This design comes from an exercise in tuning for small area on the open sky130 flow, not from production work. Where RTL was checked, it was by simulation tests only, not by an equivalence proof against the original. The RTL of runs 4 and 5 was laid out without a check of its function. Power and IR drop assume default switching activity.

[flow/flow/run.sh]
#!/bin/bash
# Own layout flow: the standard flow (standard.sh, all steps) with two changes:
#  - Yosys's ABC technology mapping uses an area-oriented script (flow/abc_area.script, delay
#    relaxed) in place of ORFS's abc_speed.script; the rest of synthesis, and so every register's
#    name and cell type, is unchanged.
#  - the port buffers inserted by buffer_ports are sky130_fd_sc_hd__buf_1.
# Each tool's output is in ORFS's own logs (orfs/logs/...); make's output is in flow_make.log.
set -euo pipefail
W=$PWD
rm -rf "$W/scripts_own"
cp -r "$FLOW_HOME/scripts" "$W/scripts_own"
cp "$W/flow/abc_area.script" "$W/scripts_own/abc_speed.script"
export SCRIPTS_DIR="$W/scripts_own"
export BUFFER_PORTS_ARGS="-buffer_cell sky130_fd_sc_hd__buf_1"
bash "$W/standard.sh" > "$W/flow_make.log" 2>&1
[flow/flow/abc_area.script]
&get -n
&st
&dch -f
&nf -a -R 1000
&st
&dch -f
&nf -a -R 1000
&st
&dch -f
&nf -a -R 1000
&put
topo
[flow/standard.sh]
#!/bin/bash
# synth_recipe.tcl (not shown) runs the flow's synth.tcl, then flattens the netlist and writes it again
# the make line also repeats each setting of config.mk as NAME=value (left out here)
make -C /OpenROAD-flow-scripts/flow DESIGN_CONFIG=/design/flow/config.mk WORK_HOME=/design/flow/orfs CLKGATE_MAP_FILE= SYNTH_SCRIPT=/design/flow/synth_recipe.tcl "${@:-finish}"
[flow/config.mk]
export PLATFORM = sky130hd
export DESIGN_NAME = L1_L2_Cache_System
export DESIGN_NICKNAME = L1_L2_Cache_System
export VERILOG_FILES = /design/flow/design.v
export SDC_FILE = /design/flow/constraint.sdc
export NUM_CORES = 8
export LEC_CHECK = 0
export CAP_MARGIN = 20
export CORE_MARGIN = 2
export CORE_UTILIZATION = 62
export CTS_BUF_LIST = sky130_fd_sc_hd__clkbuf_16
export CTS_CLUSTER_DIAMETER = 100
export CTS_CLUSTER_SIZE = 30
export PLACE_DENSITY = 0.72
export SLEW_MARGIN = 20
[flow/constraint.sdc]
create_clock -name core_clock -period 12.0 [get_ports {clk}]
set_input_delay 2.4000 -clock core_clock [delete_from_list [all_inputs] [get_ports {clk}]]
set_output_delay 2.4000 -clock core_clock [all_outputs]
set_load 0.01 [all_outputs]
[flow/design.v]
`timescale 1ns / 1ps
module L1_L2_Cache_System (
  input clk, reset,
  input cpu_req, cpu_write,
  input [31:0] cpu_addr,
  input [31:0] cpu_write_data,
  output reg [31:0] cpu_read_data,
  output reg L1_hit, L1_miss,
  output reg L2_hit, L2_miss,
  output reg [31:0] L1_hit_count,
  output reg [31:0] L1_miss_count,
  output reg [31:0] L2_hit_count,
  output reg [31:0] L2_miss_count,
  output reg mem_req_to_main,
  output reg mem_write_to_main,
  output reg [31:0] mem_addr_to_main,
  output reg [31:0] mem_write_data_to_main,
  input [31:0] mem_read_data_from_main
);
  function [31:0] count_up(input [31:0] c, input en);
    reg [31:0] t;
    integer b;
    begin
      t[0] = 1'b1;
      for (b = 1; b < 32; b = b + 1)
        t[b] = t[b-1] & c[b-1];
      count_up = c ^ (t & {32{en}});
    end
  endfunction
  reg [26*64-1:0] l2_tag;    
  reg [32*64-1:0] l2_data;   
  reg [3*16-1:0]  l2_st;     
  reg [2*16-1:0]  l1_way;    
  reg [32*16-1:0] l1_data;
  reg [31:0]      l2_rd;     
  reg        p_req, p_write, p_hit;
  reg [1:0]  p_way;
  reg [31:0] p_addr, p_wdata;
  wire [3:0]  c_idx = cpu_addr[5:2];
  wire [25:0] c_tag = cpu_addr[31:6];
  wire [3:0]  p_idx = p_addr[5:2];
  wire [25:0] p_tag = p_addr[31:6];
  wire [15:0] c_sel = 16'd1 << c_idx;
  wire [15:0] p_sel = 16'd1 << p_idx;
  wire [3:0]  pw_sel = 4'd1 << p_way;
  wire [2:0] c_st = l2_st[c_idx*3 +: 3];
  wire [2:0] p_st = l2_st[p_idx*3 +: 3];
  wire [3:0] c_valid = {c_st[2],
                        c_st[2] | (c_st[1:0] == 2'd3),
                        c_st[2] | c_st[1],
                        c_st[2] | (c_st[1:0] != 2'd0)};
  wire [3:0] cmp;
  genvar w;
  generate
    for (w = 0; w < 4; w = w + 1) begin : g_cmp
      reg [25:0] t;
      integer k;
      always @* begin
        t = 26'd0;
        for (k = 0; k < 16; k = k + 1)
          t = t | (l2_tag[(k*4+w)*26 +: 26] & {26{c_sel[k]}});
      end
      assign cmp[w] = c_valid[w] && (t == c_tag);
    end
  endgenerate
  wire       p_miss = p_req & ~p_hit;
  wire       p_at   = p_req && (p_idx == c_idx);
  wire       same   = p_at && (p_tag == c_tag);
  wire [1:0] victim = p_st[1:0];
  wire       alloc_here = p_miss && (p_idx == c_idx);
  wire [3:0] kill   = alloc_here ? (4'b0001 << victim) : 4'b0000;
  wire [3:0] hitv   = cmp & ~kill;
  wire       new_hit = same & p_miss;
  wire       l2e_hit = new_hit | (|hitv);
  wire [1:0] l2e_way = new_hit ? victim : {hitv[3] | hitv[2], hitv[3] | hitv[1]};
  wire [1:0] c_l1way = l1_way[c_idx*2 +: 2];
  wire       l1hit   = p_at ? same : |(cmp & (4'd1 << c_l1way));
  wire       issue   = cpu_req & (cpu_write | ~l1hit);
  reg [31:0] l1_rdata;
  integer k1;
  always @* begin
    l1_rdata = 32'd0;
    for (k1 = 0; k1 < 16; k1 = k1 + 1)
      l1_rdata = l1_rdata | (l1_data[k1*32 +: 32] & {32{c_sel[k1]}});
  end
  always @(posedge clk or posedge reset) begin
    if (reset) begin
      L1_hit <= 1'b0;
      L1_miss <= 1'b0;
      L1_hit_count <= 32'd0;
      L1_miss_count <= 32'd0;
      cpu_read_data <= 32'd0;
      p_req <= 1'b0;
      p_write <= 1'b0;
    end else begin
      L1_hit <= cpu_req & l1hit;
      L1_miss <= cpu_req & ~l1hit;
      L1_hit_count <= count_up(L1_hit_count, cpu_req & l1hit);
      L1_miss_count <= count_up(L1_miss_count, cpu_req & ~l1hit);
      if (cpu_req & ~cpu_write)
        cpu_read_data <= l1hit ? l1_rdata : l2_rd;
      p_req <= issue;
      p_write <= cpu_req & cpu_write;
    end
  end
  always @(posedge clk) begin
    if (issue) begin
      p_addr <= {cpu_addr[31:2], l1hit ? cpu_addr[1:0] : 2'b00};
      p_hit <= l2e_hit;
      p_way <= l2e_way;
    end
  end
  always @(posedge clk or posedge reset)
    if (reset)
      p_wdata <= 32'd0;
    else if (cpu_req & cpu_write)
      p_wdata <= cpu_write_data;
  genvar i;
  generate
    for (i = 0; i < 16; i = i + 1) begin : g_l1
      always @(posedge clk)
        if (issue && c_idx == i)
          l1_data[i*32 +: 32] <= cpu_write ? cpu_write_data : l2_rd;
    end
  endgenerate
  wire [1:0] u = p_hit ? p_way : victim;
  wire       l2_issue = p_req & (p_write | ~p_hit);
  wire [31:0] l2_wdata = p_write ? p_wdata : mem_read_data_from_main;
  reg [31:0] l2_rdata;
  integer k2;
  always @* begin
    l2_rdata = 32'd0;
    for (k2 = 0; k2 < 64; k2 = k2 + 1)
      l2_rdata = l2_rdata | (l2_data[k2*32 +: 32] & {32{p_sel[k2/4] & pw_sel[k2%4]}});
  end
  always @(posedge clk or posedge reset) begin
    if (reset) begin
      L2_hit <= 1'b0;
      L2_miss <= 1'b0;
      L2_hit_count <= 32'd0;
      L2_miss_count <= 32'd0;
      mem_req_to_main <= 1'b0;
      mem_write_to_main <= 1'b0;
      mem_addr_to_main <= 32'd0;
      mem_write_data_to_main <= 32'd0;
      l2_rd <= 32'd0;
    end else begin
      L2_hit <= p_req & p_hit;
      L2_miss <= p_miss;
      L2_hit_count <= count_up(L2_hit_count, p_req & p_hit);
      L2_miss_count <= count_up(L2_miss_count, p_miss);
      mem_req_to_main <= l2_issue;
      mem_write_to_main <= p_write;
      if (l2_issue)
        mem_addr_to_main <= p_addr;
      mem_write_data_to_main <= p_wdata;
      if (p_req & ~p_write)
        l2_rd <= p_hit ? l2_rdata : mem_read_data_from_main;
    end
  end
  genvar s;
  generate
    for (s = 0; s < 16; s = s + 1) begin : g_set
      always @(posedge clk or posedge reset) begin
        if (reset)
          l2_st[s*3 +: 3] <= 3'd0;
        else
          l2_st[s*3 +: 3] <= l2_st[s*3 +: 3] ^ ({~l2_st[s*3+2] & l2_st[s*3+1] & l2_st[s*3], l2_st[s*3], 1'b1}
                                               & {3{p_miss & p_sel[s]}});
      end
      always @(posedge clk)
        if (p_req && p_idx == s)
          l1_way[s*2 +: 2] <= u;
      for (w = 0; w < 4; w = w + 1) begin : g_way
        always @(posedge clk)
          if (l2_issue && p_idx == s && u == w) begin
            l2_tag[(s*4+w)*26 +: 26] <= p_tag;
            l2_data[(s*4+w)*32 +: 32] <= l2_wdata;
          end
      end
    end
  endgenerate
endmodule
==> reports/results.txt, run 1 <==
status: no timing/DRC/antenna violations
DRC viols: 0
register area share after synthesis: 83.20%
Slowest-stage cell, CP: nor2_4
largest net degree at the start of global routing: 147
Required @ worst endpoint: 12.50 ns
Initial Utilization: 62.32%
Worst Setup Start Kind: primary input
vias in the first global route: 98.36k
post_cts resized: 0
Hold Buf Count CTS: 0
share of cells above drive strength 1: 8.430%
Top Ports: 330
DR WL/cell: 46.98 microns
Post-DP HPWL: 330,600 microns
Post-Syn Area: 165,200 sq um
fin crit period: 9.119 ns
# nets final: 9,702
Max stage delay on crit path: 0.80 ns
MaxCap Viol Count: 0
Fin Hold WS: 0.4699 ns
CP Data Arrival Time: 9.62 ns
TritonCTS clock tree: built
CP delay by family, top: simple AND/OR/NAND/NOR gates
Iter 0 DRT Violations: 29.05k
CP Class: primary input to flop
Overflow after GRT: 0
Root Driver: clkbuf_16
total vias in the final route: 107.8k
P_leak: 57.18 nW
final period utilization: 75.99%
Longest Clk Path Bufs: 4
postcts setup bufs: 0
CTS buffer count: 183
Die Y: 520.2 microns
worst vdd ir: 0.1904 mV
drt via density: 8.106
unrepaired setup endpoints after global routing: no
Total Wirelength: 624,500 microns
Pwr Density: 157.2 nW/um^2
Critical Path Sink Type: flop
fin cells: 13.29k
Hold Crit Class: flop to flop
TritonRoute pass-1 iters: 15
Placement Cell Area: 175,800 sq um
ys async rst share: 7.422%
Synth top area share: 77.99%
EDFF count, synth: 4,291
Port Buffers: 329
Post-Synthesis Net Count: 8,751
Skew-Pair Late Insertion Delay: 0.97 ns
fmax: 109.7 MHz
Syn Area/Cell: 19.14 sq um
Placed Cells: 12.93k
Die X: 520.2 microns
cell taking the most area after synthesis: edfxtp_1
antenna viol nets, final: 0
initial antenna violation count: 54
CORE AREA: 265,100 sq um
Area growth syn-to-layout: 9.780%
Final setup viols: 0
GP Congestion: 0.9412
Setup Skew: 0.08439 ns
crit path max fanout: 36
Slew @ Worst Pin: 1.338 ns
synthesized instance count: 8,631
Post-synth top cells: edfxtp_1, a22oi_1, a222oi_1
Fin. Hold Viols: 0
count leader, synth: edfxtp_1
crit path buf inv count: 3
critical path, cell by cell: buf_1 > nand2_1 > nor2_4 > buf_4 > a222oi_1 > nand2_1 > nor2_1 > nand2_1 > o21ai_0 > a221oi_1 > nand4_1 > nor4_1 > nor2b_1 > a211o_1 > nand3_1 > nand2_2 > nor2_4 > nor2_4 > inv_2
Post-synth top flop: edfxtp_1
final setup TNS: 0 ns
clock sinks: 4,635
synth unique cells: 46
# fillers: 16.72k
Worst slew margin: 10.77%
top area cells in the synthesized netlist: edfxtp_1, dfrtp_1, a222oi_1, a22oi_1, nand4_1
Design Area, Final: 181,400 sq um
clock-pin slew on the worst setup and hold paths: 0.11 ns
FF+latch count, synth: 4,635
CTS H-tree lvls: 4
GRT Util Overall: 45.74%
cell row count: 189
Max Slew Vio Count: 0
die area: 270,600 sq um
YS warnings: 1
first-pass GRT wire length: 833,300 microns
path summary, 6_finish.rpt:
kind                                   startpoint  slack, ns  cells after the start                             endpoint
setup / recovery                      cpu_addr[3]       2.88                     19                  p_addr[8]$_DFFE_PP_
hold / removal             p_wdata[2]$_DFFE_PP0P_       0.47                      0  mem_write_data_to_main[2]$_DFF_PP0_
setup reg to reg              p_addr[2]$_DFFE_PP_       5.93                     11                l2_tag[442]$_DFFE_PP_
hold reg to reg            p_wdata[2]$_DFFE_PP0P_       0.47                      0  mem_write_data_to_main[2]$_DFF_PP0_
max in group asynchronous                   reset       8.98                      3               p_wdata[0]$_DFFE_PP0P_
min in group asynchronous                   reset       1.66                      2            L2_hit_count[7]$_DFF_PP0_
power breakdown:
part           internal [mW]  switching (mW)  total (mW)
clock                   2.91            4.77        7.68
sequential              18.3           0.336        18.6
combinational          0.487            1.72        2.21
total                   21.7            6.83        28.5
worst register-to-register path: stages, from the launching register on:
cell	delay [ns]
edfxtp_1	0.53
and2_0	0.19
buf_4	0.22
a22oi_1	0.24
a21oi_1	0.13
nor4_2	0.26
buf_4	0.23
o21ai_0	0.36
nand2b_2	0.79
nor2_4	1.07
buf_4	0.83
buf_4	0.80
flip-flops by register name, indices dropped and copies added, names as in the netlist, 48 cells and up:
| signal | count |
|---|---|
| l1_data | 512 |
| l2_data | 2048 |
| l2_st | 48 |
| l2_tag | 1664 |
cells in the final DEF, fill, tap and decap left out, types with 188 or more instances in the layout:
cell type / count
edfxtp_1: 4291
clkbuf_16: 188
buf_4: 395
nand3_1: 207
nand2_1: 496
a22oi_1: 784
nand4_1: 314
a222oi_1: 646
dfrtp_1: 343
buf_1: 328
layer usage:
| metal | up-vias | track usage, % | wire, microns |
|---|---|---|---|
| li1 | 38960 | - | - |
| met2 | 13310 | 64.46 | 260800 |
| met4 | 44 | 33.53 | 61260 |
| met5 | - | 0 | 383 |
| met1 | 52360 | 58.53 | 182600 |
| met3 | 3085 | 17.19 | 119500 |
cell families (layout without fill, tap and decap cells):
| kind of cell | Yosys count | in the layout | share of synthesized area, % |
|---|---|---|---|
| AOI/OAI and AO/OA | 2006 | 2006 | 9.994 |
| xor gates and xnor gates | 182 | 182 | 0.9648 |
| adders and majority gates | 20 | 20 | 0.1515 |
| buffers and inverters | 34 | 1118 | 0.07725 |
| DFF | 4635 | 4635 | 83.20 |
| muxes | 125 | 125 | 0.8520 |
| other | 0 | 44 | 0 |
| and+or+nand+nor | 1629 | 1629 | 4.756 |
area by class of cell:
cell class                      instances  area, sq um  area share [%]
Antenna cell                           44        110.1         0.06071
Clock buffer                          188         4705           2.594
Clock inverter                        130        584.3          0.3222
Inverter                               34        135.1         0.07451
Multi-Input combinational cell       3962        28910           15.94
Sequential cell                      4635       137500           75.79
Tap cell                             3533         4420           2.437
Timing Repair Buffer                  766         5041           2.779
through the flow:
stage	setup WS, ns	utilization [%]	power [mW]
2_1_floorplan	0.4335	-	19.83
4_1_cts	2.475	68.33	28.27
3_3_place_gp	1.704	66.24	20.98
6_report	2.881	68.42	28.51
5_1_grt	2.789	68.38	28.95
3_5_place_dp	1.559	66.33	21.06
==> run 2: changes to the inputs <==
--- a/flow/config.mk
+++ b/flow/config.mk
@@ -9,7 +9,7 @@
 export CORE_MARGIN = 2
 export CORE_UTILIZATION = 62
 export CTS_BUF_LIST = sky130_fd_sc_hd__clkbuf_16
-export CTS_CLUSTER_DIAMETER = 100
+export CTS_CLUSTER_DIAMETER = 90
 export CTS_CLUSTER_SIZE = 30
 export PLACE_DENSITY = 0.72
 export SLEW_MARGIN = 20
==> run 2 against run 1 <==
- clock skew shrank 0.049 ns
- final cell count is essentially flat
- combinational power is essentially flat
- register-to-register slack lost 0.11 ns
- flip-flop and latch count is the same
- synthesized cell count is the same
- sequential share of layout area is essentially flat
- largest power group unchanged
- highest routed layer unchanged
==> reports/results.txt, run 2 <==
status: no timing/DRC/antenna violations
CP delay by family, top: simple AND/OR/NAND/NOR gates
Initial Utilization: 62.32% (unchanged)
most frequent cells in the layout: edfxtp_1, a22oi_1, a222oi_1, nand2_1, buf_4
crit path buf inv count: 3 (unchanged)
post_cts resized: 0 (unchanged)
Register-to-Register Setup Slack: 5.82 ns (-0.11 ns)
first-pass GRT wire length: 832,800 microns (about the same)
TritonRoute pass-1 iters: 14 (-1)
Total Wirelength: 624,100 microns (about the same)
Worst slew margin: 11.15% (+0.38 points)
cell depth of the worst hold path: 0 (unchanged)
Design Area, Final: 181,400 sq um (about the same)
R2R cell count: 7 (-4)
final setup TNS: 0 ns (unchanged)
ys async rst share: 7.422% (unchanged)
Hold Crit Class: flop to flop
CTS buffer count: 177 (-3.3%)
YS warnings: 1 (unchanged)
cell mode on critical path: nor2_4
Longest Clk Path Bufs: 3 (-1)
Max stage delay on crit path: 0.87 ns (+0.07 ns)
Critical Path Sink Type: flop
EDFF count, synth: 4,291 (unchanged)
MaxCap Viol Count: 0 (unchanged)
setup ws final: 2.774 ns (-0.1064 ns)
DRC viols: 0 (unchanged)
Iter 0 DRT Violations: 28.91k (-0.46%)
share of cells above drive strength 1: 8.506% (+0.076 points)
# nets final: 9,695 (-0.072%)
Worst Setup Start Kind: primary input
Die Y: 520.2 microns (unchanged)
Post-Synthesis Net Count: 8,751 (unchanged)
min-delay src: p_wdata[2]$_DFFE_PP0P_
Synth top area share: 77.99% (unchanged)
Worst Hold Endpoint: mem_write_data_to_main[2]$_DFF_PP0_
post-layout power: 28.50 mW (about the same)
TritonCTS clock tree: built
biggest regs: l2_data (2048), l2_tag (1664), l1_data (512)
CORE AREA: 265,100 sq um (unchanged)
Max Slew Vio Count: 0 (unchanged)
total vias in the final route: 107.8k (+0.071%)
GRT Util Overall: 45.78% (about the same)
Post-DP HPWL: 330,600 microns (unchanged)
die area: 270,600 sq um (unchanged)
Slowest-stage cell, CP: nor2_4
unrepaired setup endpoints after global routing: no
cell taking the most area after synthesis: edfxtp_1
Placement Cell Area: 175,800 sq um (unchanged)
crit path max fanout: 36 (unchanged)
RR Startpoint: p_req$_DFF_PP0_
Area growth syn-to-layout: 9.813% (about the same)
Top Ports: 330 (unchanged)
fmax: 108.4 MHz (-1.2%)
DP Worst Slack: 1.559 ns (unchanged)
drt via density: 8.112 (about the same)
Die X: 520.2 microns (unchanged)
Final setup viols: 0 (unchanged)
top area cells in the synthesized netlist: edfxtp_1, dfrtp_1, a222oi_1, a22oi_1, nand4_1
Setup Skew: 0.03494 ns (-0.04945 ns)
Post-Syn Area: 165,200 sq um (unchanged)
synthesized instance count: 8,631 (unchanged)
CP Data Arrival Time: 9.70 ns (+0.08 ns)
Slew @ Worst Pin: 1.333 ns (-0.005770 ns)
Pwr Density: 157.1 nW/um^2 (about the same)
Syn Area/Cell: 19.14 sq um (unchanged)
clock-pin slew on the worst setup and hold paths: 0.11 ns (about the same)
DR WL/cell: 46.95 microns (about the same)
synth unique cells: 46 (unchanged)
fin crit period: 9.226 ns (+0.1064 ns)
most common cell after layout, fill and taps aside: edfxtp_1
clock sinks: 4,635 (unchanged)
register area share after synthesis: 83.20% (unchanged)
initial antenna violation count: 52 (-3.7%)
largest net degree at the start of global routing: 147 (unchanged)
CP Class: primary input to flop
Fin. Hold Viols: 0 (unchanged)
Port Buffers: 329 (unchanged)
CTS H-tree lvls: 4 (unchanged)
cell row count: 189 (unchanged)
count leader, synth: edfxtp_1
final period utilization: 76.88% (+0.89 points)
Reg2Reg Capture Point: l2_tag[450]$_DFFE_PP_
critical path, cell by cell: buf_1 > nand2_1 > nor2_4 > buf_4 > a222oi_1 > nand4_1 > nor2_1 > a221oi_1 > nand4_1 > nor4_1 > nor2b_1 > a211o_1 > nand3_1 > nand2_2 > nor2_4 > nor2_4 > inv_2
Overflow after GRT: 0 (unchanged)
Root Driver: clkbuf_16
worst vdd ir: 0.1929 mV (+1.3%)
Required @ worst endpoint: 12.48 ns (-0.02 ns)
vias in the first global route: 98.24k (-0.12%)
Post-synth top flop: edfxtp_1
max FFs per register: 2,048 (unchanged)
FF+latch count, synth: 4,635 (unchanged)
Skew-Pair Late Insertion Delay: 0.93 ns (-0.04 ns)
P_leak: 57.09 nW (-0.15%)
postcts setup bufs: 0 (unchanged)
Hold Buf Count CTS: 0 (unchanged)
GP Congestion: 0.9412 (unchanged)
Biggest register: l2_data
Post-synth top cells: edfxtp_1, a22oi_1, a222oi_1
antenna viol nets, final: 0 (unchanged)
==> run 2: cell counts after synthesis <==
No cell type changed its count.
==> run 2: report_power, final <==
group	internal (mW)	leakage, nW	switching (mW)
registers	18.3	43.1	0.336
clock network	2.88	2.93	4.79
logic	0.488	11.1	1.72
==> run 2: metal layers <==
metal  vias up  share of wire [%]  track usage, %
met1     52370                 29           58.34
met2     13340                 42           64.22
li1      38960                  -               -
met5         -              0.033               0
met3      3137                 19           17.85
met4        20                9.7           33.72
==> run 2: worst max-delay path by stage <==
stage | from | endpoint | depth (start not counted)
after floorplan | cpu_addr[5] | l1_data[448]$_DFFE_PP_ | 16
after global placement | cpu_addr[3] | p_addr[19]$_DFFE_PP_ | 18
after detailed placement | cpu_addr[3] | p_addr[19]$_DFFE_PP_ | 18
after CTS | cpu_addr[3] | p_addr[26]$_DFFE_PP_ | 18
after global routing | cpu_addr[3] | p_addr[13]$_DFFE_PP_ | 19
final | cpu_addr[3] | p_addr[24]$_DFFE_PP_ | 17
==> run 2: area by class of cell <==
class / instances / area [sq um]
repair buffers: 765 / 5032
inverters: 34 / 135.1
clock buffers: 182 / 4554
well taps: 3533 / 4420
fillers: 16760 / 83670
flip-flops and latches: 4635 / 137500
diodes: 61 / 152.6
clock inverters: 121 / 752.0
multi-input cells: 3962 / 28910
==> run 2: cells by family after synthesis <==
logic type / synth area share, %
flip-flops: 83.20
AO/OA/AOI/OAI: 9.994
AND/OR/NAND/NOR: 4.756
multiplexers: 0.8520
XOR/XNOR: 0.9648
buffers and inverters: 0.07725
adder cells (fa/ha/maj): 0.1515
==> run 2: per-stage QoR <==
stage / hold WS (ns) / instances / utilization [%]
5_1_grt: 0.4983 / 13250 / 68.39
4_1_cts: 0.4811 / 13230 / 68.34
3_5_place_dp: 0.4555 / 12930 / 66.33
3_3_place_gp: 0.4497 / 12920 / 66.24
6_report: 0.4699 / 13290 / 68.44
2_1_floorplan: 0.3636 / 8631 / -
==> run 3: changes to the inputs <==
--- a/flow/config.mk
+++ b/flow/config.mk
@@ -9,7 +9,7 @@
 export CORE_MARGIN = 2
 export CORE_UTILIZATION = 62
 export CTS_BUF_LIST = sky130_fd_sc_hd__clkbuf_16
-export CTS_CLUSTER_DIAMETER = 90
-export CTS_CLUSTER_SIZE = 30
+export CTS_CLUSTER_DIAMETER = 100
+export CTS_CLUSTER_SIZE = 28
 export PLACE_DENSITY = 0.72
 export SLEW_MARGIN = 20
==> run 3 against run 2 <==
- utilization rose by 0.11 points
- critical path type unchanged
- first-iteration DRC count fell by 2.2%
- still clean
- final cell count rose by 0.26%
- flip-flop and latch count did not move
- sequential share of layout area fell by 0.12 points
- count of clock-buffer cells in the layout rose by 16
- synthesized cell count did not move
- clock skew rose by 0.039 ns
==> reports/results.txt, run 3 <==
Longest Clk Path Bufs: 4 (+1)
Hold Buf Count CTS: 0 (unchanged)
unrepaired setup endpoints after global routing: no
Die X: 520.2 microns (unchanged)
Placed Cells: 12.93k (unchanged)
Fin. Hold Viols: 0 (unchanged)
Die Y: 520.2 microns (unchanged)
Worst Setup EP: p_addr[19]$_DFFE_PP_
CORE AREA: 265,100 sq um (unchanged)
biggest regs: l2_data (2048), l2_tag (1664), l1_data (512)
Biggest register: l2_data
Root Driver: clkbuf_16
clock-pin slew on the worst setup and hold paths: 0.11 ns (about the same)
clock sinks: 4,635 (unchanged)
Top Ports: 330 (unchanged)
Required @ worst endpoint: 12.48 ns (about the same)
Syn Area/Cell: 19.14 sq um (unchanged)
# nets final: 9,713 (+0.19%)
Critical Path Sink Type: flop
TritonRoute pass-1 iters: 13 (-1)
Worst Setup Start Kind: primary input
Setup Skew: 0.07413 ns (+0.03920 ns)
ys async rst share: 7.422% (unchanged)
Post-synth top flop: edfxtp_1
CP Class: primary input to flop
Total Wirelength: 624,200 microns (about the same)
Skew-Pair Late Insertion Delay: 0.97 ns (+0.04 ns)
EDFF count, synth: 4,291 (unchanged)
GRT Util Overall: 45.78% (about the same)
Slew @ Worst Pin: 1.350 ns (+0.01739 ns)
share of cells above drive strength 1: 8.523% (+0.017 points)
Post-synth top cells: edfxtp_1, a22oi_1, a222oi_1
setup ws final: 2.675 ns (-0.09984 ns)
synth unique cells: 46 (unchanged)
vias in the first global route: 98.96k (+0.74%)
crit path max fanout: 36 (unchanged)
Synth top area share: 77.99% (unchanged)
R2R cell count: 11 (+4)
GP Congestion: 0.9412 (unchanged)
Initial Utilization: 62.32% (unchanged)
Reg2Reg Capture Point: l2_tag[447]$_DFFE_PP_
max FFs per register: 2,048 (unchanged)
fmax: 107.2 MHz (-1.1%)
cell row count: 189 (unchanged)
post_cts resized: 0 (unchanged)
Area growth syn-to-layout: 9.992%
most common cell after layout, fill and taps aside: edfxtp_1
Port Buffers: 329 (unchanged)
cell taking the most area after synthesis: edfxtp_1
DRC viols: 0 (unchanged)
final period utilization: 77.71% (+0.83 points)
Iter 0 DRT Violations: 28.29k (-2.2%)
largest net degree at the start of global routing: 147 (unchanged)
antenna viol nets, final: 0 (unchanged)
CP startpoint: cpu_addr[3]
most frequent cells in the layout: edfxtp_1, a22oi_1, a222oi_1, nand2_1, buf_4
P_leak: 57.38 nW (+0.50%)
Register-to-Register Setup Slack: 5.74 ns (-0.08 ns)
first-pass GRT wire length: 834,300 microns (+0.17%)
Pwr Density: 158.0 nW/um^2 (+0.57%)
top area cells in the synthesized netlist: edfxtp_1, dfrtp_1, a222oi_1, a22oi_1, nand4_1
YS warnings: 1 (unchanged)
CTS buffer count: 194 (+9.6%)
CTS H-tree lvls: 4 (unchanged)
drt via density: 8.099 (-0.16%)
MaxCap Viol Count: 0 (unchanged)
Final setup viols: 0 (unchanged)
Post-Syn Area: 165,200 sq um (unchanged)
TritonCTS clock tree: built
die area: 270,600 sq um (unchanged)
fin cells: 13.33k (+0.26%)
initial antenna violation count: 47 (-9.6%)
worst vdd ir: 0.1651 mV (-14%)
Hold Crit Class: flop to flop
Post-DP HPWL: 330,600 microns (unchanged)
fin crit period: 9.325 ns (+0.09984 ns)
DP Worst Slack: 1.559 ns (unchanged)
register area share after synthesis: 83.20% (unchanged)
count leader, synth: edfxtp_1
FF+latch count, synth: 4,635 (unchanged)
postcts setup bufs: 0 (unchanged)
Overflow after GRT: 0 (unchanged)
Fin Hold WS: 0.4759 ns (+0.005985 ns)
total vias in the final route: 107.9k (+0.10%)
CP Data Arrival Time: 9.81 ns (+0.11 ns)
final setup TNS: 0 ns (unchanged)
synthesized instance count: 8,631 (unchanged)
Post-Synthesis Net Count: 8,751 (unchanged)
Worst slew margin: 9.992% (-1.2 points)
DR WL/cell: 46.83 microns (-0.24%)
Max Slew Vio Count: 0 (unchanged)
status: no timing/DRC/antenna violations
RR Startpoint: p_addr[2]$_DFFE_PP_
==> run 3: cell counts after synthesis <==
No cell type changed its count.
==> run 3: worst min-delay path by stage <==
| stage | startpoint | to | cells after the start |
|---|---|---|---|
| detailed placement | l2_st[14]$_DFF_PP0_ | l2_st[14]$_DFF_PP0_ | 1 |
| CTS | p_addr[1]$_SDFFCE_PP0P_ | mem_addr_to_main[1]$_DFFE_PP0P_ | 1 |
| floorplan | p_wdata[28]$_DFFE_PP0P_ | mem_write_data_to_main[28]$_DFF_PP0_ | 0 |
| global route | p_addr[0]$_SDFFCE_PP0P_ | mem_addr_to_main[0]$_DFFE_PP0P_ | 1 |
| finish | l2_st[14]$_DFF_PP0_ | l2_st[14]$_DFF_PP0_ | 1 |
| global placement | p_addr[1]$_SDFFCE_PP0P_ | mem_addr_to_main[1]$_DFFE_PP0P_ | 1 |
==> run 3: kinds of logic after synthesis <==
logic type | after synthesis | share of synthesized area, %
fa+ha+maj | 20 | 0.1515
simple gates | 1629 | 4.756
mux | 125 | 0.8520
compound gates | 2006 | 9.994
flops | 4635 | 83.20
xor+xnor | 182 | 0.9648
buf+inv | 34 | 0.07725
==> run 3: cell type report <==
cell class | count | area [sq um]
tap | 3533 | 4420
multi-input combinational | 3962 | 28920
clock buffer | 198 | 4955
clock inverter | 143 | 638.1
fill | 16720 | 83370
timing repair buffer | 766 | 5049
sequential | 4635 | 137500
inverter | 34 | 135.1
antenna | 57 | 142.6
==> run 3: worst max-delay path: stages <==
cell	delay, ns
buf_1	0.69
nand2_1	0.72
nor2_4	0.78
buf_4	0.47
a222oi_1	0.18
nand2_1	0.14
nor2_1	0.15
nand2_1	0.11
o21ai_0	0.09
a221oi_1	0.66
nand4_1	0.18
nor4_1	0.80
nor2b_1	0.24
a211o_1	0.18
nand3_1	0.30
nand2_2	0.22
nor2_4	0.15
nor2_4	0.62
inv_2	0.63
==> run 3: per-layer routing <==
layer	vias up	part of all wire (%)	track usage (%)
met2	13310	42	64.47
met1	52500	29	58.17
li1	39020	-	-
met4	38	9.8	33.58
met5	-	0.046	0.8424
met3	3068	19	17.73
==> run 3: through the flow <==
step	power, mW	utilization, %	cell area (sq um)
2_1_floorplan	19.83	-	165300
3_3_place_gp	20.98	66.24	175600
3_5_place_dp	21.06	66.33	175800
4_1_cts	28.46	68.44	181400
5_1_grt	29.16	68.50	181600
6_report	28.71	68.55	181700
==> run 3: power breakdown <==
group          internal [mW]  total (mW)  leakage [nW]  switching (mW)
sequential              18.3        18.6          43.1           0.335
clock                   3.05        7.88          3.21            4.83
combinational          0.487        2.20          11.1            1.72
==> run 4: changes to the inputs <==
--- a/flow/design.v
+++ b/flow/design.v
@@ -109,12 +109,9 @@
       p_hit <= l2e_hit;
       p_way <= l2e_way;
     end
+    if (cpu_req & cpu_write)
+      p_wdata <= cpu_write_data;
   end
-  always @(posedge clk or posedge reset)
-    if (reset)
-      p_wdata <= 32'd0;
-    else if (cpu_req & cpu_write)
-      p_wdata <= cpu_write_data;
   genvar i;
   generate
     for (i = 0; i < 16; i = i + 1) begin : g_l1
@@ -153,7 +150,8 @@
       mem_write_to_main <= p_write;
       if (l2_issue)
         mem_addr_to_main <= p_addr;
-      mem_write_data_to_main <= p_wdata;
+      if (p_write)
+        mem_write_data_to_main <= p_wdata;
       if (p_req & ~p_write)
         l2_rd <= p_hit ? l2_rdata : mem_read_data_from_main;
     end
@@ -164,19 +162,19 @@
       always @(posedge clk or posedge reset) begin
         if (reset)
           l2_st[s*3 +: 3] <= 3'd0;
-        else
-          l2_st[s*3 +: 3] <= l2_st[s*3 +: 3] ^ ({~l2_st[s*3+2] & l2_st[s*3+1] & l2_st[s*3], l2_st[s*3], 1'b1}
-                                               & {3{p_miss & p_sel[s]}});
+        else if (p_miss && p_idx == s)
+          l2_st[s*3 +: 3] <= {l2_st[s*3+2] | (l2_st[s*3 +: 2] == 2'd3), l2_st[s*3 +: 2] + 2'd1};
       end
       always @(posedge clk)
         if (p_req && p_idx == s)
           l1_way[s*2 +: 2] <= u;
       for (w = 0; w < 4; w = w + 1) begin : g_way
-        always @(posedge clk)
-          if (l2_issue && p_idx == s && u == w) begin
+        always @(posedge clk) begin
+          if (p_miss && p_idx == s && u == w)
             l2_tag[(s*4+w)*26 +: 26] <= p_tag;
+          if (l2_issue && p_idx == s && u == w)
             l2_data[(s*4+w)*32 +: 32] <= l2_wdata;
-          end
+        end
       end
     end
   endgenerate
==> flow/flow/run.sh (replaced) <==
#!/bin/bash
# Own layout flow: the standard flow (standard.sh, all steps) with these changes:
#  - Yosys's ABC technology mapping uses an area-oriented script (flow/abc_area.script, delay
#    relaxed) in place of ORFS's abc_speed.script; the rest of synthesis, and so every register's
#    name and cell type, is unchanged.
#  - the port buffers inserted by buffer_ports are sky130_fd_sc_hd__buf_1.
#  - RECOVER_POWER=100: after global routing, cells on paths with positive slack are downsized;
#    repair_design then runs again (and detailed placement) to fix any slew or capacitance
#    violation the downsizing made.
# Each tool's output is in ORFS's own logs (orfs/logs/...); make's output is in flow_make.log.
set -euo pipefail
W=$PWD
rm -rf "$W/scripts_own"
cp -r "$FLOW_HOME/scripts" "$W/scripts_own"
cp "$W/flow/abc_area.script" "$W/scripts_own/abc_speed.script"
sed -i 's/^  recover_power_helper$/  recover_power_helper\n  if { $::env(RECOVER_POWER) != 0 } {\n    repair_design_helper\n    log_cmd detailed_placement\n  }/' "$W/scripts_own/global_route.tcl"
grep -q "repair_design_helper" "$W/scripts_own/global_route.tcl"
export SCRIPTS_DIR="$W/scripts_own"
export BUFFER_PORTS_ARGS="-buffer_cell sky130_fd_sc_hd__buf_1"
export RECOVER_POWER=100
bash "$W/standard.sh" > "$W/flow_make.log" 2>&1
--- a/flow/config.mk
+++ b/flow/config.mk
@@ -9,7 +9,7 @@
 export CORE_MARGIN = 2
 export CORE_UTILIZATION = 62
 export CTS_BUF_LIST = sky130_fd_sc_hd__clkbuf_16
-export CTS_CLUSTER_DIAMETER = 100
-export CTS_CLUSTER_SIZE = 28
+export CTS_CLUSTER_DIAMETER = 90
+export CTS_CLUSTER_SIZE = 26
 export PLACE_DENSITY = 0.72
 export SLEW_MARGIN = 20
==> run 4 against run 3 <==
- final cell count rose by 2.2%
- critical path depth is 5 higher
- cell area grew 2.0%
- count of clock-buffer cells in the layout grew 14
- synthesized cell count increased by 2.1%
- die area rose by 0.39%
- maximum frequency up 6.5%
- combinational power rose by 2%
- flip-flop and latch count unchanged
- global-route usage shrank 2.2 points
- clock power rose by 3.3%
- critical path type unchanged
- largest cell class unchanged
==> reports/results.txt, run 4 <==
synth unique cells: 47 (+2.2%)
cell row count: 189 (unchanged)
Final setup viols: 0 (unchanged)
Port Buffers: 329 (unchanged)
fin crit period: 8.759 ns (-0.5667 ns)
Synth top area share: 78.26% (+0.27 points)
status: no timing/DRC/antenna violations
Overflow after GRT: 0 (unchanged)
fmax: 114.2 MHz (+6.5%)
EDFF count, synth: 4,323 (+0.75%)
max FFs per register: 2,048 (unchanged)
postcts setup bufs: 0 (unchanged)
# nets final: 10.03k (+3.2%)
Slowest-stage cell, CP: nor2_4
Longest Clk Path Bufs: 4 (unchanged)
Worst Setup Start Kind: primary input
P_leak: 58.58 nW (+2.1%)
TritonCTS clock tree: built
most common cell after layout, fill and taps aside: edfxtp_1
Skew-Pair Late Insertion Delay: 0.96 ns (about the same)
crit path max fanout: 22 (-39%)
Total Wirelength: 598,600 microns (-4.1%)
Slew @ Worst Pin: 1.367 ns (+0.01660 ns)
Setup Skew: 0.08118 ns (+0.007044 ns)
Critical Path Sink Type: flop
Root Driver: clkbuf_16
Layout Utilization: 69.82% (+1.3 points)
cell mode on critical path: and3_1
CP Class: primary input to flop
CORE AREA: 265,600 sq um (+0.18%)
largest net degree at the start of global routing: 140 (-4.8%)
Post-synth top flop: edfxtp_1
count leader, synth: edfxtp_1
Top Ports: 330 (unchanged)
Fin Hold WS: 0.4736 ns (-0.002278 ns)
Die Y: 521.2 microns (+0.20%)
Max stage delay on crit path: 0.85 ns (+0.05 ns)
most frequent cells in the layout: edfxtp_1, a22oi_1, a222oi_1, nand2_1, nand4_1
drt via density: 7.886 (-2.6%)
Post-Synthesis Net Count: 8,935 (+2.1%)
vias in the first global route: 99.34k (+0.38%)
crit path buf inv count: 4 (+1)
Max Slew Vio Count: 0 (unchanged)
CTS H-tree lvls: 4 (unchanged)
Worst slew margin: 8.885% (-1.1 points)
biggest regs: l2_data (2048), l2_tag (1664), l1_data (512)
GP Congestion: 0.9024 (-4.1%)
Post-Syn Area: 165,900 sq um (+0.40%)
CTS buffer count: 208 (+7.2%)
post_cts resized: 0 (unchanged)
MaxCap Viol Count: 0 (unchanged)
Post-DP HPWL: 307,100 microns (-7.1%)
Biggest register: l2_data
unrepaired setup endpoints after global routing: no
critical path, cell by cell: clkbuf_1 > nand2_1 > nor2_4 > buf_4 > a222oi_1 > and3_1 > nand4_1 > xnor2_1 > nor4_1 > nand3_1 > nor3_1 > nand4_1 > o21ai_0 > nand3_1 > o21ai_4 > nor2_1 > clkbuf_2 > and3_1 > nand3_1 > clkinv_1 > and3_1 > and3_1 > a31oi_1 > nor2b_1
ys async rst share: 6.731% (-0.69 points)
Pwr Density: 156.0 nW/um^2 (-1.3%)
die area: 271,700 sq um (+0.39%)
clock-pin slew on the worst setup and hold paths: 0.10 ns (about the same)
DR WL/cell: 43.95 microns (-6.2%)
share of cells above drive strength 1: 9.820% (+1.3 points)
initial antenna violation count: 41 (-13%)
worst vdd ir: 0.1493 mV (-9.6%)
DRC viols: 0 (unchanged)
total vias in the final route: 107.4k (-0.48%)
synthesized instance count: 8,815 (+2.1%)
final setup TNS: 0 ns (unchanged)
post-layout power: 28.92 mW (+0.73%)
Area growth syn-to-layout: 11.79%
cell taking the most area after synthesis: edfxtp_1
Required @ worst endpoint: 12.80 ns (+0.32 ns)
Iter 0 DRT Violations: 25.85k (-8.6%)
Die X: 521.2 microns (+0.20%)
CP delay by family, top: simple AND/OR/NAND/NOR gates
top area cells in the synthesized netlist: edfxtp_1, dfrtp_1, a222oi_1, a22oi_1, nand2_1
YS warnings: 1 (unchanged)
Design Area, Final: 185,400 sq um (+2.0%)
Hold Crit Class: flop to flop
register area share after synthesis: 82.97% (-0.23 points)
Syn Area/Cell: 18.82 sq um (-1.7%)
clock sinks: 4,635 (unchanged)
TritonRoute pass-1 iters: 13 (unchanged)
Placement Cell Area: 177,100 sq um (+0.72%)
Initial Utilization: 62.46% (+0.14 points)
antenna viol nets, final: 0 (unchanged)
GRT Util Overall: 43.54% (-2.2 points)
CP Data Arrival Time: 9.56 ns (-0.25 ns)
FF+latch count, synth: 4,635 (unchanged)
first-pass GRT wire length: 803,800 microns (-3.7%)
Hold Buf Count CTS: 0 (unchanged)
Post-synth top cells: edfxtp_1, a22oi_1, a222oi_1
Fin. Hold Viols: 0 (unchanged)
final period utilization: 72.99% (-4.7 points)
[run 4: cell families after synthesis]
kind of cell / synth area share [%]
adders and majority gates: 0.1509
and+or+nand+nor: 5.025
buffers and inverters: 0.2286
xor gates and xnor gates: 1.035
DFF: 82.97
muxes: 0.5228
AOI/OAI and AO/OA: 10.07
[run 4: final timing paths]
| check | start | end | slack, ns | depth (start not counted) |
|---|---|---|---|---|
| setup / recovery | cpu_addr[3] | L1_miss_count[30]$_DFF_PP0_ | 3.24 | 24 |
| hold / removal | p_addr[0]$_SDFFCE_PP0P_ | mem_addr_to_main[0]$_DFFE_PP0P_ | 0.47 | 1 |
| setup reg to reg | p_addr[3]$_DFFE_PP_ | l2_tag[188]$_DFFE_PP_ | 4.17 | 13 |
| hold reg to reg | p_addr[0]$_SDFFCE_PP0P_ | mem_addr_to_main[0]$_DFFE_PP0P_ | 0.47 | 1 |
| max in group asynchronous | reset | L2_hit_count[18]$_DFF_PP0_ | 8.17 | 7 |
| min in group asynchronous | reset | l2_rd[10]$_DFFE_PP0P_ | 1.43 | 2 |
[run 4: cell type report]
cell class | count | area (sq um)
Clock buffer | 212 | 5305
Tap cell | 3533 | 4420
Timing Repair Buffer | 880 | 7501
Fill cell | 16310 | 80150
Inverter | 101 | 382.9
Multi-Input combinational cell | 4079 | 29420
Antenna cell | 37 | 92.59
Sequential cell | 4635 | 137600
Clock inverter | 144 | 671.9
[run 4: worst reg2reg max path: cells and delay by family, from the launching register on]
family	cells	cell delay (ns)
compound gates	3	0.66
flops	1	0.71
simple gates	5	2.66
buf+inv	5	3.44
[run 4: power by group]
| part | total [mW] | internal, mW | switching (mW) | leakage (nW) |
|---|---|---|---|---|
| logic | 2.25 | 0.562 | 1.69 | 12.2 |
| clock network | 8.14 | 3.25 | 4.89 | 3.38 |
| registers | 18.5 | 18.2 | 0.299 | 43.0 |
[run 4: per-layer routing]
metal	global-route usage [%]	routed length (microns)	vias to the layer above
met5	0.1931	587	-
met4	28.77	53940	41
met3	16.84	110900	2999
met2	63.37	255800	12140
met1	54.78	177400	52440
li1	-	-	39800
[run 4: through the flow]
step | worst slack [ns] | std cells
floorplan | 0.02030 | 8815
global placement | 2.672 | 13000
detailed placement | 2.494 | 13030
CTS | 3.458 | 13390
global route | 3.037 | 13600
finish | 3.241 | 13620
==> run 5: changes to the inputs <==
--- a/flow/design.v
+++ b/flow/design.v
@@ -17,16 +17,6 @@
   output reg [31:0] mem_write_data_to_main,
   input [31:0] mem_read_data_from_main
 );
-  function [31:0] count_up(input [31:0] c, input en);
-    reg [31:0] t;
-    integer b;
-    begin
-      t[0] = 1'b1;
-      for (b = 1; b < 32; b = b + 1)
-        t[b] = t[b-1] & c[b-1];
-      count_up = c ^ (t & {32{en}});
-    end
-  endfunction
   reg [26*64-1:0] l2_tag;    
   reg [32*64-1:0] l2_data;   
   reg [3*16-1:0]  l2_st;     
@@ -74,7 +64,7 @@
   wire       l2e_hit = new_hit | (|hitv);
   wire [1:0] l2e_way = new_hit ? victim : {hitv[3] | hitv[2], hitv[3] | hitv[1]};
   wire [1:0] c_l1way = l1_way[c_idx*2 +: 2];
-  wire       l1hit   = p_at ? same : |(cmp & (4'd1 << c_l1way));
+  wire       l1hit   = p_at ? same : cmp[c_l1way];
   wire       issue   = cpu_req & (cpu_write | ~l1hit);
   reg [31:0] l1_rdata;
   integer k1;
@@ -95,8 +85,8 @@
     end else begin
       L1_hit <= cpu_req & l1hit;
       L1_miss <= cpu_req & ~l1hit;
-      L1_hit_count <= count_up(L1_hit_count, cpu_req & l1hit);
-      L1_miss_count <= count_up(L1_miss_count, cpu_req & ~l1hit);
+      L1_hit_count <= L1_hit_count + {31'd0, cpu_req & l1hit};
+      L1_miss_count <= L1_miss_count + {31'd0, cpu_req & ~l1hit};
       if (cpu_req & ~cpu_write)
         cpu_read_data <= l1hit ? l1_rdata : l2_rd;
       p_req <= issue;
@@ -144,8 +134,8 @@
     end else begin
       L2_hit <= p_req & p_hit;
       L2_miss <= p_miss;
-      L2_hit_count <= count_up(L2_hit_count, p_req & p_hit);
-      L2_miss_count <= count_up(L2_miss_count, p_miss);
+      L2_hit_count <= L2_hit_count + {31'd0, p_req & p_hit};
+      L2_miss_count <= L2_miss_count + {31'd0, p_miss};
       mem_req_to_main <= l2_issue;
       mem_write_to_main <= p_write;
       if (l2_issue)
==> flow/flow/run.sh (replaced) <==
#!/bin/bash
# Own layout flow: the standard flow (standard.sh, all steps) with two changes:
#  - Yosys's ABC technology mapping uses an area-oriented script (flow/abc_area.script, delay
#    relaxed) in place of ORFS's abc_speed.script; the rest of synthesis, and so every register's
#    name and cell type, is unchanged.
#  - the port buffers inserted by buffer_ports are sky130_fd_sc_hd__buf_1.
# Each tool's output is in ORFS's own logs (orfs/logs/...); make's output is in flow_make.log.
set -euo pipefail
W=$PWD
rm -rf "$W/scripts_own"
cp -r "$FLOW_HOME/scripts" "$W/scripts_own"
cp "$W/flow/abc_area.script" "$W/scripts_own/abc_speed.script"
export SCRIPTS_DIR="$W/scripts_own"
export BUFFER_PORTS_ARGS="-buffer_cell sky130_fd_sc_hd__buf_1"
bash "$W/standard.sh" > "$W/flow_make.log" 2>&1
--- a/flow/config.mk
+++ b/flow/config.mk
@@ -7,9 +7,9 @@
 export LEC_CHECK = 0
 export CAP_MARGIN = 20
 export CORE_MARGIN = 2
-export CORE_UTILIZATION = 62
+export CORE_UTILIZATION = 55
 export CTS_BUF_LIST = sky130_fd_sc_hd__clkbuf_16
-export CTS_CLUSTER_DIAMETER = 90
-export CTS_CLUSTER_SIZE = 26
-export PLACE_DENSITY = 0.72
+export CTS_CLUSTER_DIAMETER = 60
+export CTS_CLUSTER_SIZE = 30
+export PLACE_DENSITY = 0.65
 export SLEW_MARGIN = 20
==> run 5 against run 4 <==
- critical endpoint is now L1_hit_count[30]$_DFF_PP0_
- clock power increased by about 40%
- utilization down 6.8 points
- routed wire length is 2.5% higher
- cell area grew 2.0%
- maximum frequency is 17% lower
- non-clock buffer count is 124 lower
- register-to-register slack improved by 0.54 ns
- clock skew decreased by 0.0078 ns
- first-iteration DRC count down 8.9%
- still clean on timing, DRC and antenna
==> reports/results.txt, run 5 <==
status: no timing/DRC/antenna violations
Setup Skew: 0.07333 ns (-0.007848 ns)
M1 GR Usage: 50.37% (-4.4 points)
top area cells in the synthesized netlist: edfxtp_1, dfrtp_1, a22oi_1, a222oi_1, nand4_1
Die Y: 553.1 microns (+6.1%)
Initial Utilization: 55.28% (-7.2 points)
clock-pin slew on the worst setup and hold paths: 0.09 ns (about the same)
Overflow after GRT: 0 (unchanged)
P_leak: 59.46 nW (+1.5%)
Placement Cell Area: 178,300 sq um (+0.65%)
final setup TNS: 0 ns (unchanged)
Max stage delay on crit path: 0.78 ns (-0.07 ns)
Fin. Hold Viols: 0 (unchanged)
Biggest register: l2_data
Root Driver: clkbuf_16
FF+latch count, synth: 4,635 (unchanged)
CORE AREA: 300,000 sq um (+13%)
Slowest-stage cell, CP: nor4_2
Slew @ Worst Pin: 1.313 ns (-0.05340 ns)
most frequent cells in the layout: edfxtp_1, a22oi_1, a222oi_1, nand2_1, nand4_1
Port Buffers: 329 (unchanged)
total vias in the final route: 105.8k (-1.5%)
ys async rst share: 6.731% (unchanged)
antenna viol nets, final: 0 (unchanged)
unrepaired setup endpoints after global routing: no
Worst Setup Start Kind: primary input
Post-DP HPWL: 326,400 microns (+6.3%)
Most Crowded Layer GR: met2
Post-Syn Area: 165,800 sq um (about the same)
share of cells above drive strength 1: 12.02% (+2.2 points)
synthesized instance count: 8,805 (-0.11%)
grt met3 use: 12.45% (-4.4 points)
Post-synth top cells: edfxtp_1, a22oi_1, a222oi_1
CP Class: primary input to flop
DP Worst Slack: 0.6759 ns (-1.818 ns)
worst vdd ir: 0.1607 mV (+7.6%)
post_cts resized: 0 (unchanged)
Pwr Density: 170.2 nW/um^2 (+9.1%)
Design Area, Final: 189,100 sq um (+2.0%)
Fin Hold WS: 0.4699 ns (-0.003788 ns)
CP delay by family, top: simple AND/OR/NAND/NOR gates
Total Wirelength: 613,800 microns (+2.5%)
first-pass GRT wire length: 830,000 microns (+3.3%)
vias in the first global route: 99.64k (+0.30%)
DR WL/cell: 43.62 microns (-0.75%)
MaxCap Viol Count: 0 (unchanged)
drt via density: 7.518 (-4.7%)
post-layout power: 32.18 mW (+11%)
Synth top area share: 78.28% (about the same)
Area growth syn-to-layout: 14.04%
largest net degree at the start of global routing: 106 (-24%)
crit path max fanout: 39 (+77%)
cell taking the most area after synthesis: edfxtp_1
crit path buf inv count: 4 (unchanged)
Max Slew Vio Count: 0 (unchanged)
Longest Clk Path Bufs: 4 (unchanged)
GP Congestion: 0.8848 (-2.0%)
Final setup viols: 0 (unchanged)
TritonRoute pass-1 iters: 10 (-3)
final period utilization: 87.75% (+15 points)
Register-to-Register Setup Slack: 4.71 ns (+0.54 ns)
Top Ports: 330 (unchanged)
count leader, synth: edfxtp_1
Iter 0 DRT Violations: 23.55k (-8.9%)
Post-synth top flop: edfxtp_1
CTS H-tree lvls: 5 (+1)
Post-Synthesis Net Count: 8,929 (-0.067%)
register area share after synthesis: 82.98% (about the same)
Syn Area/Cell: 18.83 sq um (about the same)
cell row count: 201 (+6.3%)
initial antenna violation count: 26 (-37%)
max FFs per register: 2,048 (unchanged)
Hold Crit Class: flop to flop
# nets final: 9,972 (-0.53%)
DRC viols: 0 (unchanged)
synth unique cells: 43 (-8.5%)
fin crit period: 10.53 ns (+1.771 ns)
Required @ worst endpoint: 12.86 ns (+0.06 ns)
biggest regs: l2_data (2048), l2_tag (1664), l1_data (512)
Die X: 553.1 microns (+6.1%)
Worst slew margin: 12.45% (+3.6 points)
postcts setup bufs: 0 (unchanged)
Skew-Pair Late Insertion Delay: 0.98 ns (+0.02 ns)
GRT met2 Usage: 59.75% (-3.6 points)
TritonCTS clock tree: built
Hold Buf Count CTS: 0 (unchanged)
EDFF count, synth: 4,323 (unchanged)
GRT Util Overall: 39.60% (-3.9 points)
most common cell after layout, fill and taps aside: edfxtp_1
setup ws final: 1.470 ns (-1.771 ns)
fmax: 94.97 MHz (-17%)
clock sinks: 4,635 (unchanged)
CP Data Arrival Time: 11.39 ns (+1.83 ns)
YS warnings: 1 (unchanged)
die area: 305,900 sq um (+13%)
Critical Path Sink Type: flop
CTS buffer count: 285 (+37%)
[run 5: changes by cell type in the layout (fill, tap and decap cells not counted), moves of 58 or more]
cell       change
a22oi_1      +104
buf_4        +198
clkbuf_1      -58
clkbuf_16     +84
clkbuf_2      -89
clkbuf_4      -79
inv_1        -115
nand2_1       -65
nand3_1       -63
nor2_4        +58
[run 5: worst min-delay path: cells and delay by family, from the launching register on]
kind | cells | cell delay (ns)
DFF | 1 | 0.34
and+or+nand+nor | 2 | 0.10
[run 5: layout make-up]
class | count | area [sq um]
sequential | 4635 | 137600
fill | 20650 | 110900
multi-input combinational | 4079 | 29970
clock buffer | 296 | 7407
timing repair buffer | 756 | 5637
tap | 3958 | 4952
clock inverter | 230 | 3120
inverter | 91 | 349.1
antenna | 27 | 67.56
[run 5: cells by family after synthesis]
kind of cell	share of synthesized area [%]
flops	82.98
compound gates	10.38
simple gates	4.847
xor+xnor	0.8925
buf+inv	0.2060
mux	0.5093
fa+ha+maj	0.1811
[run 5: stage by stage]
step           instances  util [%]
2_1_floorplan       8805         -
3_3_place_gp       13470     59.07
3_5_place_dp       13510     59.42
4_1_cts            14030     62.93
5_1_grt            14050     63.02
6_report           14070     63.04
[run 5: layer usage]
metal / wire, microns / vias up / share of wire (%)
met3: 97420 / 2416 / 16
met1: 196000 / 53120 / 32
met2: 272600 / 10260 / 44
met4: 47680 / 12 / 7.8
met5: 138 / - / 0.022
li1: - / 39990 / -
[run 5: path summary, 6_finish.rpt]
kind                            cells after the start                             to                          start
worst min register to register                      2  cpu_read_data[16]$_DFFE_PP0P_  cpu_read_data[16]$_DFFE_PP0P_
worst min-delay path                                2  cpu_read_data[16]$_DFFE_PP0P_  cpu_read_data[16]$_DFFE_PP0P_
worst max-delay path                               33     L1_hit_count[30]$_DFF_PP0_                    cpu_addr[2]
max in group asynchronous                           4     L1_hit_count[11]$_DFF_PP0_                          reset
worst max register to register                     28     L1_hit_count[30]$_DFF_PP0_         l2_tag[1234]$_DFFE_PP_
min in group asynchronous                           2      L2_hit_count[8]$_DFF_PP0_                          reset
[run 5: where the power goes]
part	switching (mW)	internal, mW	leakage (nW)
Combinational	1.73	0.518	11.3
Sequential	0.273	18.2	43.0
Clock	6.12	5.32	5.12

-- afterwards: timing with drivers on the ports --
The flow's constraints put no driver on any port. The routed layouts listed below were extracted and timed again, unchanged, in two steps.
Step 1 assumes that a clkbuf_16 drives the clock port and a buf_2 every other input.
Step 2 times the ports against the registers' clock, not the clock port: input delays grow and output delays shrink by t, the midpoint of the rising clock arrivals with the driver on.
Three values: ideal ports, drivers, drivers and shift; two values: the first two.
run | t, ns | setup slack, ns | hold slack, ns | clock arrival spread, ns
run 1 | 1.048 | 2.881 / 2.871 / 1.823 | 0.470 / 0.470 / 0.470 | 0.090 / 0.091
run 2 | 1.028 | 2.774 / 2.757 / 1.729 | 0.470 / 0.470 / 0.470 | 0.048 / 0.048
run 3 | 1.055 | 2.675 / 2.671 / 1.615 | 0.476 / 0.476 / 0.476 | 0.082 / 0.083
run 4 | 1.052 | 3.241 / 3.203 / 2.150 | 0.474 / 0.474 / 0.474 | 0.111 / 0.111
run 5 | 1.050 | 1.470 / 1.448 / 0.398 | 0.470 / 0.470 / 0.470 | 0.083 / 0.083
After both steps every run listed still meets setup and hold. The setup slack of run 4, which loses most, moves by -0.038 ns with the drivers and by -1.091 ns with both steps.
